Context: an optimization exercise on an open-source flow, tuned for small area. The choices shown serve that exercise and are no tape-out recipe. In this exercise RTL edits were held to simulation tests only and were not proved equivalent to the original. The flow treats the clock pin as an ideal source, which a real chip does not have. Power is estimated from default activity; no workload was simulated.

Setup of run A:
// Lab2
module Lab2(clk, rst, button, light, dis, switch, levelLight, laserLight);
clock: 5.0 ns
lec_check: 0
cap_margin: 20
core_margin: 2
core_utilization: 90
slew_margin: 20
standard.sh (not shown) runs the stock make flow with config.mk's settings and CLKGATE_MAP_FILE= SYNTH_SCRIPT=/design/flow/synth_recipe.tcl, a recipe that flattens the netlist after the stock synthesis.
==> flow/flow/run.sh <==
#!/bin/bash
set -euo pipefail
export BUFFER_PORTS_ARGS="-buffer_cell sky130_fd_sc_hd__buf_1"
export SKIP_REPAIR_TIE_FANOUT=1
# Clock tree built before CTS by flow/mantree.tcl (a root buffer driving
# three leaf buffers, each driving a third of the flip-flops); CTS then has no
# net left to buffer.
export CLK_NLEAF=3 CLK_LEAF_BUF=sky130_fd_sc_hd__clkbuf_8 CLK_ROOT_BUF=sky130_fd_sc_hd__clkbuf_1
export PRE_CTS_TCL="$PWD/flow/mantree.tcl"
export CTS_ARGS="-clk_nets clk"
R=orfs/results/${FLOW_PLATFORM:-sky130hd}/Lab2/base
bash standard.sh synth > std_synth.log 2>&1
cp $R/1_2_yosys.v std_1_2_yosys.v
LIB=$FLOW_HOME/platforms/sky130hd/lib/sky130_fd_sc_hd__tt_025C_1v80.lib
YOSYS=$(command -v yosys || echo /OpenROAD-flow-scripts/tools/install/yosys/bin/yosys)
nff=$(grep -c dfxtp std_1_2_yosys.v)
best=""; barea=""
for scr in flow/abc_*.scr; do
  n=$(basename $scr .scr)
  sed "s#@LIB@#$LIB#g; s#@IN@#std_1_2_yosys.v#; s#@SCR@#$scr#; s#@OUT@#resynth_$n.v#; s#@STAT@#resynth_stat_$n.log#" flow/resynth.ys > resynth_$n.ys
  if $YOSYS -s resynth_$n.ys > resynth_$n.log 2>&1 && [ "$(grep -c dfxtp resynth_$n.v)" = "$nff" ]; then
    a=$(grep "Chip area" resynth_stat_$n.log | awk '{print $NF}')
    echo "$n $a" >> resynth_areas.log
    if [ -z "$barea" ] || awk "BEGIN{exit !($a < $barea)}"; then best=$n; barea=$a; fi
  fi
done
echo "best $best $barea" >> resynth_areas.log
cp resynth_$best.v $R/1_2_yosys.v
rm -f $R/1_synth.odb $R/1_synth.sdc
bash standard.sh finish > std_finish.log 2>&1
==> flow/flow/abc_amap1.scr <==
strash
dch -f
amap
topo
==> flow/flow/abc_dc2.scr <==
strash
dc2
dch -f
amap
topo
==> flow/flow/abc_fraig.scr <==
strash
ifraig
dch -f
amap
strash
dch -f
amap
topo
==> flow/flow/abc_it2.scr <==
strash
dch -f
amap
strash
dch -f
amap
strash
dch -f
amap
topo
==> flow/flow/abc_it6.scr <==
strash
dch -f
amap
strash
dch -f
amap
strash
dch -f
amap
strash
dch -f
amap
strash
dch -f
amap
strash
dch -f
amap
topo
==> flow/flow/abc_rfz.scr <==
strash
refactor -z
rewrite -z
balance
dch -f
amap
strash
dch -f
amap
topo
==> flow/flow/abc_rs2.scr <==
strash
balance
rewrite -l
refactor -l
balance
rewrite -l
rewrite -z -l
balance
refactor -z -l
rewrite -z -l
balance
dch -f
amap
strash
dch -f
amap
topo
==> flow/flow/mantree.tcl <==
# Manual clock tree: one root buffer (CLK_ROOT_BUF) driving CLK_NLEAF leaf
# buffers (CLK_LEAF_BUF), each driving the flip-flops of one vertical slice,
# placed at the centroid of its flip-flops.
set block [ord::get_db_block]
set db [ord::get_db]
set clknet [$block findNet clk]
set sinks {}
foreach it [$clknet getITerms] { lappend sinks [list [lindex [[$it getInst] getLocation] 0] $it] }
set sinks [lsort -integer -index 0 $sinks]
set n [llength $sinks]
set nleaf $::env(CLK_NLEAF)
set rootm [$db findMaster $::env(CLK_ROOT_BUF)]
set leafm [$db findMaster $::env(CLK_LEAF_BUF)]
set root [odb::dbInst_create $block $rootm clkbuf_root]
set rnet [odb::dbNet_create $block clk_root]
$rnet setSigType CLOCK
[$root findITerm A] connect $clknet
[$root findITerm X] connect $rnet
set rx 0; set ry 0
for {set k 0} {$k < $nleaf} {incr k} {
  set leaf [odb::dbInst_create $block $leafm clkbuf_leaf_$k]
  set lnet [odb::dbNet_create $block clk_leaf_$k]
  $lnet setSigType CLOCK
  [$leaf findITerm A] connect $rnet
  [$leaf findITerm X] connect $lnet
  set lo [expr {$k * $n / $nleaf}]; set hi [expr {($k + 1) * $n / $nleaf}]
  set sx 0; set sy 0
  for {set i $lo} {$i < $hi} {incr i} {
    set it [lindex [lindex $sinks $i] 1]
    set loc [[$it getInst] getLocation]
    incr sx [lindex $loc 0]; incr sy [lindex $loc 1]
    $it disconnect
    $it connect $lnet
  }
  set cx [expr {$sx / ($hi - $lo)}]; set cy [expr {$sy / ($hi - $lo)}]
  $leaf setLocation $cx $cy
  $leaf setPlacementStatus PLACED
  incr rx $cx; incr ry $cy
}
$root setLocation [expr {$rx / $nleaf}] [expr {$ry / $nleaf}]
$root setPlacementStatus PLACED
$clknet setSigType CLOCK
Other scripts of this flow, unchanged in this note and not shown: flow/flow/resynth.ys
Status(run A) = ERROR, stage = 3_1_place_gp_skip_io
--- input diff run A..run B ---
--- a/flow/flow/run.sh
+++ b/flow/flow/run.sh
@@ -3,10 +3,5 @@
 export BUFFER_PORTS_ARGS="-buffer_cell sky130_fd_sc_hd__buf_1"
 export SKIP_REPAIR_TIE_FANOUT=1
-# Clock tree built before CTS by flow/mantree.tcl (a root buffer driving
-# three leaf buffers, each driving a third of the flip-flops); CTS then has no
-# net left to buffer.
-export CLK_NLEAF=3 CLK_LEAF_BUF=sky130_fd_sc_hd__clkbuf_8 CLK_ROOT_BUF=sky130_fd_sc_hd__clkbuf_1
-export PRE_CTS_TCL="$PWD/flow/mantree.tcl"
-export CTS_ARGS="-clk_nets clk"
+export CTS_ARGS="-sink_clustering_enable -repair_clock_nets -dont_use_dummy_load -sink_clustering_size 50 -sink_clustering_max_diameter 500 -buf_list sky130_fd_sc_hd__clkbuf_8 -root_buf sky130_fd_sc_hd__clkbuf_8"
 R=orfs/results/${FLOW_PLATFORM:-sky130hd}/Lab2/base
 bash standard.sh synth > std_synth.log 2>&1
--- a/flow/config.mk
+++ b/flow/config.mk
@@ -8,4 +8,4 @@
 export CAP_MARGIN = 20
 export CORE_MARGIN = 2
-export CORE_UTILIZATION = 90
+export CORE_UTILIZATION = 70
 export SLEW_MARGIN = 20
removed: flow/flow/mantree.tcl
==> comparison <==
Run B | stages: all done | timing, DRC, antenna: all pass
Compared with run A, in run B post-synthesis instance area roughly the same, die boundary height rose by 6.8 um, width of the chip rose 6.8 um, initial standard-cell utilization of the core moved down.
Delta(floorplan row count, run B - run A) > 0
Synthesized cell count: run A vs run B identical
Input-level comparison between run C and run B:
==> flow/flow/run.sh <==
#!/bin/bash
set -euo pipefail
export BUFFER_PORTS_ARGS="-buffer_cell sky130_fd_sc_hd__buf_1"
export CTS_ARGS="-sink_clustering_enable -repair_clock_nets -dont_use_dummy_load -sink_clustering_size 50 -sink_clustering_max_diameter 500 -buf_list sky130_fd_sc_hd__clkbuf_8 -root_buf sky130_fd_sc_hd__clkbuf_8"
R=orfs/results/${FLOW_PLATFORM:-sky130hd}/Lab2/base
bash standard.sh synth > std_synth.log 2>&1
cp $R/1_2_yosys.v std_1_2_yosys.v
LIB=$FLOW_HOME/platforms/sky130hd/lib/sky130_fd_sc_hd__tt_025C_1v80.lib
YOSYS=$(command -v yosys || echo /OpenROAD-flow-scripts/tools/install/yosys/bin/yosys)
sed "s#@LIB@#$LIB#g; s#@IN@#std_1_2_yosys.v#; s#@SCR@#flow/area.scr#; s#@OUT@#resynth.v#; s#@STAT@#resynth_stat.log#" flow/resynth.ys > resynth_run.ys
$YOSYS -s resynth_run.ys > resynth.log 2>&1
test "$(grep -c dfxtp std_1_2_yosys.v)" = "$(grep -c dfxtp resynth.v)"
cp resynth.v $R/1_2_yosys.v
rm -f $R/1_synth.odb $R/1_synth.sdc
bash standard.sh finish > std_finish.log 2>&1
==> flow/flow/area.scr (new file) <==
strash
dch -f
amap
strash
dch -f
amap
strash
dch -f
amap
topo
removed: flow/flow/abc_amap1.scr
removed: flow/flow/abc_dc2.scr
removed: flow/flow/abc_fraig.scr
removed: flow/flow/abc_it2.scr
removed: flow/flow/abc_it6.scr
removed: flow/flow/abc_rfz.scr
removed: flow/flow/abc_rs2.scr
--- outcome ---
- The final layout from run C, which completed every stage, passed the timing, design-rule and antenna checks at the end of the flow.
- Looking at the reports, run B completed the entire flow and the layout it produced met the timing, design-rule and antenna checks.
- Diff run B -> run C: critical path depth in cells shrank by 3; final critical-path setup slack grew by 0.55 ns; routed length on met1 shrank by 3.3%; register-to-register slack grew by 0.39 ns; final wirelength shrank by 2.8%.
- When the final numbers for run B and run C were put side by side, the sequential portion of the cell area turned out to be smaller in run C.
- Total power: run C lower than run B
- Compare run B and run C | smallest hold slack lower: run C
- Run B -> run C: maximum achievable frequency increased by more than 10%
Edits applied to the flow inputs when going from run C to run D:
--- a/flow/flow/run.sh
+++ b/flow/flow/run.sh
@@ -2,5 +2,5 @@
 set -euo pipefail
 export BUFFER_PORTS_ARGS="-buffer_cell sky130_fd_sc_hd__buf_1"
-export CTS_ARGS="-sink_clustering_enable -repair_clock_nets -dont_use_dummy_load -sink_clustering_size 50 -sink_clustering_max_diameter 500 -buf_list sky130_fd_sc_hd__clkbuf_8 -root_buf sky130_fd_sc_hd__clkbuf_8"
+export CTS_ARGS="-sink_clustering_enable -repair_clock_nets -dont_use_dummy_load -sink_clustering_size 50 -sink_clustering_max_diameter 500 -buf_list sky130_fd_sc_hd__clkbuf_4 -root_buf sky130_fd_sc_hd__clkbuf_4"
 R=orfs/results/${FLOW_PLATFORM:-sky130hd}/Lab2/base
 bash standard.sh synth > std_synth.log 2>&1
==> comparison <==
Run D went all the way through synthesis, placement and routing and the layout is clean on timing, DRC and antenna.
Run D vs. run C: critical path depth grew by 2; fmax shrank by about 2.2%; normalized max-slew margin shrank by 0.50 points.
Compared with run C, in run D power consumption went down; hold slack up 0.0053 ns.

-- static timing again, ports no longer ideal --
The flow's constraints put no driver on any port. The routed layouts listed below were extracted and timed again, unchanged, in two steps.
Step 1 assumes that a clkbuf_16 drives the clock port and a buf_2 every other input.
Step 2 times the ports against the registers' clock, not the clock port: input delays grow and output delays shrink by t, the midpoint of the rising clock arrivals with the driver on.
Slacks: no drivers / after step 1 / after step 2; pairs: no drivers / after step 1.
run | t (ns) | setup slack, ns | cell pins on the clock port's net
run B | 0.321 | 1.050 / 1.022 / 1.342 | 1
run C | 0.323 | 1.601 / 1.573 / 1.861 | 1
run D | 0.372 | 1.526 / 1.501 / 1.873 | 1
After both steps every run listed still meets setup and hold.
